This is an optimization exercise on Yosys and OpenROAD, whose aim is small area, not a production implementation.
The RTL was checked by simulation tests, not by an equivalence proof against the original design.
The clock input has no modelled driver; a real chip could not lean on it and would need a root buffer or a full tree.
Power and IR drop assume default switching activity.

## vlc_tx
module vlc_tx(
    input pclk,
    input resetn,
    input [31:0] fifo_data,
    input fifo_empty,
    input [1:0] dim,
    output reg fifo_rd_en,
    output reg tx_out,
    output reg led_check
);
==> module vlc_tx, before the edit <==
module vlc_tx(
    input pclk,
    input resetn,
    input [31:0] fifo_data,
    input fifo_empty,
    input [1:0] dim,
    output reg fifo_rd_en,
    output reg tx_out,
    output reg led_check
);
    localparam IDLE = 2'b00;
    localparam SYNC = 2'b01;
    localparam SEND = 2'b10;
    localparam WAIT = 2'b11;
    reg [5:0] cnt;
    wire trig = cnt[5] & cnt[4] & ~cnt[1] & cnt[0];           
    wire c_first = (cnt == 6'd0);
    reg [1:0] state;
    reg idle_d;                          
    reg [4:0] blo;                       
    reg [3:0] bhi;                       
    reg [1:0] wbyte;                     
    reg [3:0] wbit;
    reg [1:0] nbyte;                     
    reg [3:0] nbit;                      
    reg txb;                             
    reg [2:0] look;                      
    reg par;                             
    wire in_idle = (state == IDLE);
    wire in_sync = (state == SYNC);
    wire in_send = (state == SEND);
    function [3:0] bit_step;
        input [3:0] s;
        bit_step = {s[2:0], s[0] ^ s[2] ^ ~(s[0] | s[3])};
    endfunction
    function bit_par;                    
        input [3:0] s;
        bit_par = ~s[3] & ~s[2] & ~s[0];
    endfunction
    reg [7:0] bytesel;
    integer k;
    always @(*) begin
        for (k = 0; k < 8; k = k + 1) begin
            case (nbyte)
                2'b00: bytesel[k] = fifo_data[31 - k];
                2'b01: bytesel[k] = fifo_data[23 - k];
                2'b11: bytesel[k] = fifo_data[15 - k];
                default: bytesel[k] = fifo_data[7 - k];
            endcase
        end
    end
    wire [7:0] bitsel = {bytesel[2], bytesel[3], bytesel[4], bytesel[6],
                         bytesel[1], bytesel[5], bytesel[0], bytesel[7]};
    wire n_par = bit_par(nbit);
    wire fetched = n_par ? par : bitsel[nbit[2:0]];
    always @(posedge pclk) begin
        if (!resetn)
            cnt <= 6'd63;
        else if (trig)
            cnt <= 6'd0;
        else
            cnt <= cnt + 6'd1;
    end
    wire hi_0 = ~bhi[2] & ~bhi[1] & ~bhi[0];
    wire hi_10 = bhi[3] & bhi[1] & bhi[0];
    wire lo_carry = (blo == 5'd16);
    wire bc_344 = hi_10 & (blo == 5'd14);
    wire bc_334 = hi_10 & (blo == 5'd31);
    wire bc_9 = hi_0 & (blo == 5'd12);
    wire bc_0 = hi_0 & (blo == 5'd0);
    wire bc_5 = hi_0 & (blo == 5'd18);
    wire bc_m7 = (blo == 5'd11);
    reg [1:0] nxt;
    always @(*) begin
        nxt = state;
        case (state)
            IDLE: if (par) nxt = SYNC;
            SYNC: if (bc_9) nxt = SEND;
            SEND: begin
                if (bc_m7 && fifo_empty) nxt = IDLE;
                if (bc_334) nxt = WAIT;
            end
            WAIT: if (bc_344) nxt = IDLE;
        endcase
    end
    always @(posedge pclk) begin
        if (!resetn) begin
            state <= IDLE;
            idle_d <= 1'b1;
            blo <= 5'd0;
            bhi <= 4'd0;
        end else begin
            idle_d <= in_idle;
            if (trig) begin
                state <= nxt;
                if (!in_idle) begin
                    if (bc_344) begin
                        blo <= 5'd0;
                        bhi <= 4'd0;
                    end else begin
                        blo <= {blo[3:0], blo[4] ^ blo[2] ^ (blo[3:0] == 4'd0)};
                        if (lo_carry)
                            bhi <= {bhi[2:0], ~(bhi[0] ^ bhi[3])};
                    end
                end
            end
        end
    end
    wire w_32 = (wbyte == 2'b10) & wbit[3] & ~wbit[2] & wbit[1];    
    always @(posedge pclk) begin
        if (in_idle) begin
            wbyte <= 2'b11;
            wbit <= 4'd0;
        end else if (trig) begin
            wbit <= bit_step(wbit);
            if (bit_par(wbit))
                wbyte <= {wbyte[0], ~wbyte[1]};
        end
    end
    wire r = nbit[3];
    wire [2:0] q = nbit[2:0];
    wire q_step = r ? (cnt[5] & cnt[4] & ~cnt[1] & ~cnt[0]) : c_first;    
    wire bc_789 = hi_0 & (blo == 5'd11 || blo == 5'd22 || blo == 5'd12);
    wire restart = w_32 || (in_sync && !bc_789);
    always @(posedge pclk) begin
        if (!resetn) begin
            nbyte <= 2'b00;
            nbit <= 4'b1000;
            par <= 1'b0;
        end else if (in_sync || in_send) begin
            if (c_first) begin
                look <= {fetched, look[2:1]};
                if (restart) begin
                    nbyte <= 2'b00;
                    nbit <= 4'd1;        
                    par <= 1'b1;
                end else begin
                    par <= n_par ? 1'b1 : par ^ fetched;
                    nbit <= bit_step(nbit);
                    if (n_par)
                        nbyte <= {nbyte[0], ~nbyte[1]};
                end
            end
        end else if (in_idle) begin
            par <= ~fifo_empty | (idle_d & par);
            if (!idle_d)
                nbit <= 4'd0;
            else if (q_step)
                nbit <= {r, q[1], q[0], ~q[1]};
        end
    end
    always @(posedge pclk) begin
        case (state)
            IDLE: if (trig) txb <= ~txb;
            SYNC: begin
                if (bc_0) txb <= 1'b1;
                else if (bc_5) txb <= 1'b0;
            end
            SEND: if (c_first) txb <= look[0];
            WAIT: txb <= 1'b0;
        endcase
    end
    always @(posedge pclk) begin
        if (!resetn)
            fifo_rd_en <= 1'b1;
        else
            fifo_rd_en <= in_idle ? fifo_empty : (in_send && w_32 && cnt == 6'd1);
    end
    wire f30 = r ? (cnt >= 6'd29 && cnt <= 6'd48) : (cnt >= 6'd31 || c_first);
    wire f20 = r ? (cnt >= 6'd19 && cnt <= 6'd48) : (cnt >= 6'd21 || c_first);
    reg pattern;
    always @(*) begin
        case (dim)
            2'd2: pattern = q[2] | (q[1] & f30);
            2'd1: pattern = q[2];
            default: pattern = q[2] & (~q[1] | f20);
        endcase
    end
    reg shaped;
    always @(*) begin
        shaped = txb;
        if (in_send) begin
            if (cnt >= 6'd1 && cnt <= 6'd21)
                shaped = ~txb;
            else if (cnt >= 6'd22 && cnt <= 6'd31) begin
                if (dim == 2'd2) shaped = 1'b1;
                else if (dim == 2'd0) shaped = 1'b0;
                else if (cnt <= 6'd26) shaped = ~txb;
            end
        end
    end
    always @(posedge pclk) begin
        if (!resetn) begin
            tx_out <= 1'b0;
            led_check <= 1'b0;
        end else begin
            tx_out <= idle_d ? pattern : shaped;
            led_check <= idle_d && (dim == 2'd1);
        end
    end
endmodule
==> flow/config.mk <==
export PLATFORM = sky130hd
export DESIGN_NAME = vlc_tx
export DESIGN_NICKNAME = vlc_tx
export VERILOG_FILES = /design/flow/design.v
export SDC_FILE = /design/flow/constraint.sdc
export NUM_CORES = 4
export LEC_CHECK = 0
export CAP_MARGIN = 20
export CORE_MARGIN = 2
export CORE_UTILIZATION = 40
export SLEW_MARGIN = 20
==> flow/constraint.sdc <==
create_clock -name core_clock -period 10.0 [get_ports {pclk}]
set_input_delay 2.0000 -clock core_clock [delete_from_list [all_inputs] [get_ports {pclk}]]
set_output_delay 2.0000 -clock core_clock [all_outputs]
set_load 0.01 [all_outputs]
standard.sh (not shown) runs the stock make flow with config.mk's settings and CLKGATE_MAP_FILE= SYNTH_SCRIPT=/design/flow/synth_recipe.tcl, a recipe that flattens the netlist after the stock synthesis.
==> flow/flow/run.sh <==
#!/bin/bash
# Own layout flow: the standard ORFS flow (standard.sh) with these changes to how
# the layout is made:
#  - logic mapping: synthesis (ORFS's and the standard flow's own, synth_recipe.tcl) is run once with
#    each ABC script flow/abc_*.script in place of ORFS's delay-oriented abc_speed.script,
#    and the layout uses the script whose netlist has the smallest cell area (ties: the
#    first in name order);
#  - port buffers are sky130_fd_sc_hd__buf_1 instead of the larger cell buffer_ports picks;
#  - if flow/clock.txt exists ("CELL N"), the clock is buffered by flow/clock_buffer.tcl
#    with N buffers of type CELL driven by the clock port, in place of clock_tree_synthesis;
set -euo pipefail
WORK=$(pwd)
rm -rf "$WORK/scripts_own" "$WORK/trials"
mkdir -p "$WORK/trials"
cp -r "$FLOW_HOME/scripts" "$WORK/scripts_own"
if [[ -f "$WORK/flow/clock.txt" ]]; then
  read -r OWN_CLK_BUF OWN_CLK_NBUF < "$WORK/flow/clock.txt"
  export OWN_CLK_BUF OWN_CLK_NBUF
  grep -q '^log_cmd clock_tree_synthesis {\*}$cts_args$' "$WORK/scripts_own/cts.tcl"
  sed -i "s|^log_cmd clock_tree_synthesis {\*}\$cts_args\$|source $WORK/flow/clock_buffer.tcl|" "$WORK/scripts_own/cts.tcl"
fi
STAT=orfs/reports/$FLOW_PLATFORM/vlc_tx/base/synth_stat.txt
best=""; best_area=""
for s in "$WORK"/flow/abc_*.script; do
  name=$(basename "$s" .script)
  cp "$s" "$WORK/scripts_own/abc_speed.script"
  rm -rf "$WORK/orfs"
  if bash "$WORK/standard.sh" SCRIPTS_DIR="$WORK/scripts_own" synth > "$WORK/trials/$name.log" 2>&1; then
    area=$(grep -E "Chip area for (top )?module" "$WORK/$STAT" | tail -1 | awk '{print $NF}')
    echo "$name $area" >> "$WORK/trials/areas.txt"
    if [[ -z "$best" ]] || awk -v a="$area" -v b="$best_area" 'BEGIN{exit !(a < b)}'; then
      best=$s; best_area=$area
    fi
  else
    echo "$name failed" >> "$WORK/trials/areas.txt"
  fi
  mkdir -p "$WORK/trials/$name"
  cp -r "$WORK/orfs/logs" "$WORK/trials/$name/" 2>/dev/null || true
done
echo "chosen $(basename "$best" .script) $best_area" >> "$WORK/trials/areas.txt"
cp "$best" "$WORK/scripts_own/abc_speed.script"
rm -rf "$WORK/orfs"
bash "$WORK/standard.sh" \
  SCRIPTS_DIR="$WORK/scripts_own" \
  BUFFER_PORTS_ARGS="-buffer_cell sky130_fd_sc_hd__buf_1" \
  finish > "$WORK/flow_make.log" 2>&1
Other scripts of this flow, unchanged in this note and not shown: flow/flow/abc_s4.script, flow/flow/abc_t2.script, flow/flow/abc_t4.script, flow/flow/abc_u1.script, flow/flow/abc_u3.script, flow/flow/abc_u6.script, flow/flow/abc_u7.script, flow/flow/clock.txt, flow/flow/clock_buffer.tcl
The first run went through all stages and came out clean.
Next try:
--- a/flow/design.v
+++ b/flow/design.v
@@ -14,8 +14,10 @@
     localparam SEND = 2'b10;
     localparam WAIT = 2'b11;
     reg [5:0] cnt;
-    wire trig = cnt[5] & cnt[4] & ~cnt[1] & cnt[0];           
-    wire c_first = (cnt == 6'd0);
+    wire trig = (~cnt[5] & cnt[4] & ~cnt[2]);
+    wire c_first = (~cnt[5] & cnt[4] & cnt[0]);
+    wire c_2 = (cnt[5] & ~cnt[4] & ~cnt[3] & ~cnt[2] & ~cnt[1] & ~cnt[0]);                 
+    wire c_49 = (~cnt[5] & ~cnt[4] & cnt[3] & cnt[2] & cnt[1] & cnt[0]);                
     reg [1:0] state;
     reg idle_d;                          
     reg [4:0] blo;                       
@@ -56,9 +58,9 @@
     wire fetched = n_par ? par : bitsel[nbit[2:0]];
     always @(posedge pclk) begin
         if (!resetn)
-            cnt <= 6'd63;
+            cnt <= 6'd30;
         else if (trig)
-            cnt <= 6'd0;
+            cnt <= 6'd31;
         else
             cnt <= cnt + 6'd1;
     end
@@ -120,12 +122,11 @@
     end
     wire r = nbit[3];
     wire [2:0] q = nbit[2:0];
-    wire q_step = r ? (cnt[5] & cnt[4] & ~cnt[1] & ~cnt[0]) : c_first;    
+    wire q_step = r ? c_49 : c_first;
     wire bc_789 = hi_0 & (blo == 5'd11 || blo == 5'd22 || blo == 5'd12);
     wire restart = w_32 || (in_sync && !bc_789);
     always @(posedge pclk) begin
         if (!resetn) begin
-            nbyte <= 2'b00;
             nbit <= 4'b1000;
             par <= 1'b0;
         end else if (in_sync || in_send) begin
@@ -165,10 +166,14 @@
         if (!resetn)
             fifo_rd_en <= 1'b1;
         else
-            fifo_rd_en <= in_idle ? fifo_empty : (in_send && w_32 && cnt == 6'd1);
+            fifo_rd_en <= in_idle ? fifo_empty : (in_send && w_32 && c_2);
     end
-    wire f30 = r ? (cnt >= 6'd29 && cnt <= 6'd48) : (cnt >= 6'd31 || c_first);
-    wire f20 = r ? (cnt >= 6'd19 && cnt <= 6'd48) : (cnt >= 6'd21 || c_first);
+    wire f30n = (~cnt[5]) | (cnt[4] & cnt[3] & cnt[2] & cnt[1]);
+    wire f20n = (~cnt[5]) | (cnt[4] & cnt[2]) | (cnt[4] & cnt[3]);
+    wire f30r = (~cnt[5] & ~cnt[4]) | (cnt[5] & cnt[4] & cnt[3] & cnt[2]);
+    wire f20r = (~cnt[5] & ~cnt[4]) | (cnt[5] & cnt[4] & cnt[2]) | (cnt[4] & cnt[3] & ~cnt[2]) | (cnt[4] & ~cnt[3] & cnt[1]);
+    wire f30 = r ? f30r : f30n;
+    wire f20 = r ? f20r : f20n;
     reg pattern;
     always @(*) begin
         case (dim)
@@ -177,19 +182,11 @@
             default: pattern = q[2] & (~q[1] | f20);
         endcase
     end
-    reg shaped;
-    always @(*) begin
-        shaped = txb;
-        if (in_send) begin
-            if (cnt >= 6'd1 && cnt <= 6'd21)
-                shaped = ~txb;
-            else if (cnt >= 6'd22 && cnt <= 6'd31) begin
-                if (dim == 2'd2) shaped = 1'b1;
-                else if (dim == 2'd0) shaped = 1'b0;
-                else if (cnt <= 6'd26) shaped = ~txb;
-            end
-        end
-    end
+    wire sh_win_inv = (cnt[5] & ~cnt[3]) | (cnt[5] & ~cnt[4]) | (cnt[5] & ~cnt[2] & ~cnt[1]);      
+    wire sh_win_force = (cnt[4] & cnt[3] & ~cnt[1]) | (cnt[4] & cnt[3] & ~cnt[2]) | (cnt[4] & ~cnt[3] & cnt[2] & cnt[0]) | (cnt[5] & cnt[4] & cnt[2] & cnt[1] & ~cnt[0]);    
+    wire sh_inv = in_send && sh_win_inv;
+    wire sh_force = in_send && sh_win_force && !dim[0];
+    wire shaped = sh_force ? dim[1] : txb ^ sh_inv;
     always @(posedge pclk) begin
         if (!resetn) begin
             tx_out <= 1'b0;
Total power went up by 16%.
Core utilization went up by 1.0 points.
Setup slack got worse by 140 ps.
Routed wire length went down by 7.7%.
Synthesized area went down by 5.4%.
Critical path depth went up by 1.
Final area went down by 4.6%.
Clock power hardly moves.
Cell count went down by 6.6%.
Register-to-register slack got worse by 40 ps.
Die area went down by 5.1%.
No run of this note takes its clock network from TritonCTS; it comes from the design's own scripts or RTL.

[afterwards: timing with drivers on the ports]
How much do the figures lean on ideal ports? The routed layouts below were timed once more, with nothing changed but the port constraints.
Step 1: set_driving_cell puts a clkbuf_16 on pclk and a buf_2 on each other input, an assumption about the parent block.
Step 2 times the ports against the registers' clock, not the clock port: input delays grow and output delays shrink by t, the midpoint of the rising clock arrivals with the driver on.
Three values: no drivers, after step 1, after step 2; two values: the first two.
run | t (ns) | slack for setup (ns) | hold WS [ns] | worst setup path at the end | clock arrival spread, ns
the first run | 0.184 | 6.351 / 6.374 / 6.189 | 0.427 / 0.427 / 0.427 | input to register | 0.005 / 0.005
the second run | 0.180 | 6.211 / 6.235 / 6.055 | 0.422 / 0.422 / 0.422 | input to register | 0.017 / 0.018
After both steps setup and hold are still met in every run listed. The setup slack of the first run, which loses most, moves by +0.023 ns with the drivers and by -0.162 ns with both steps.
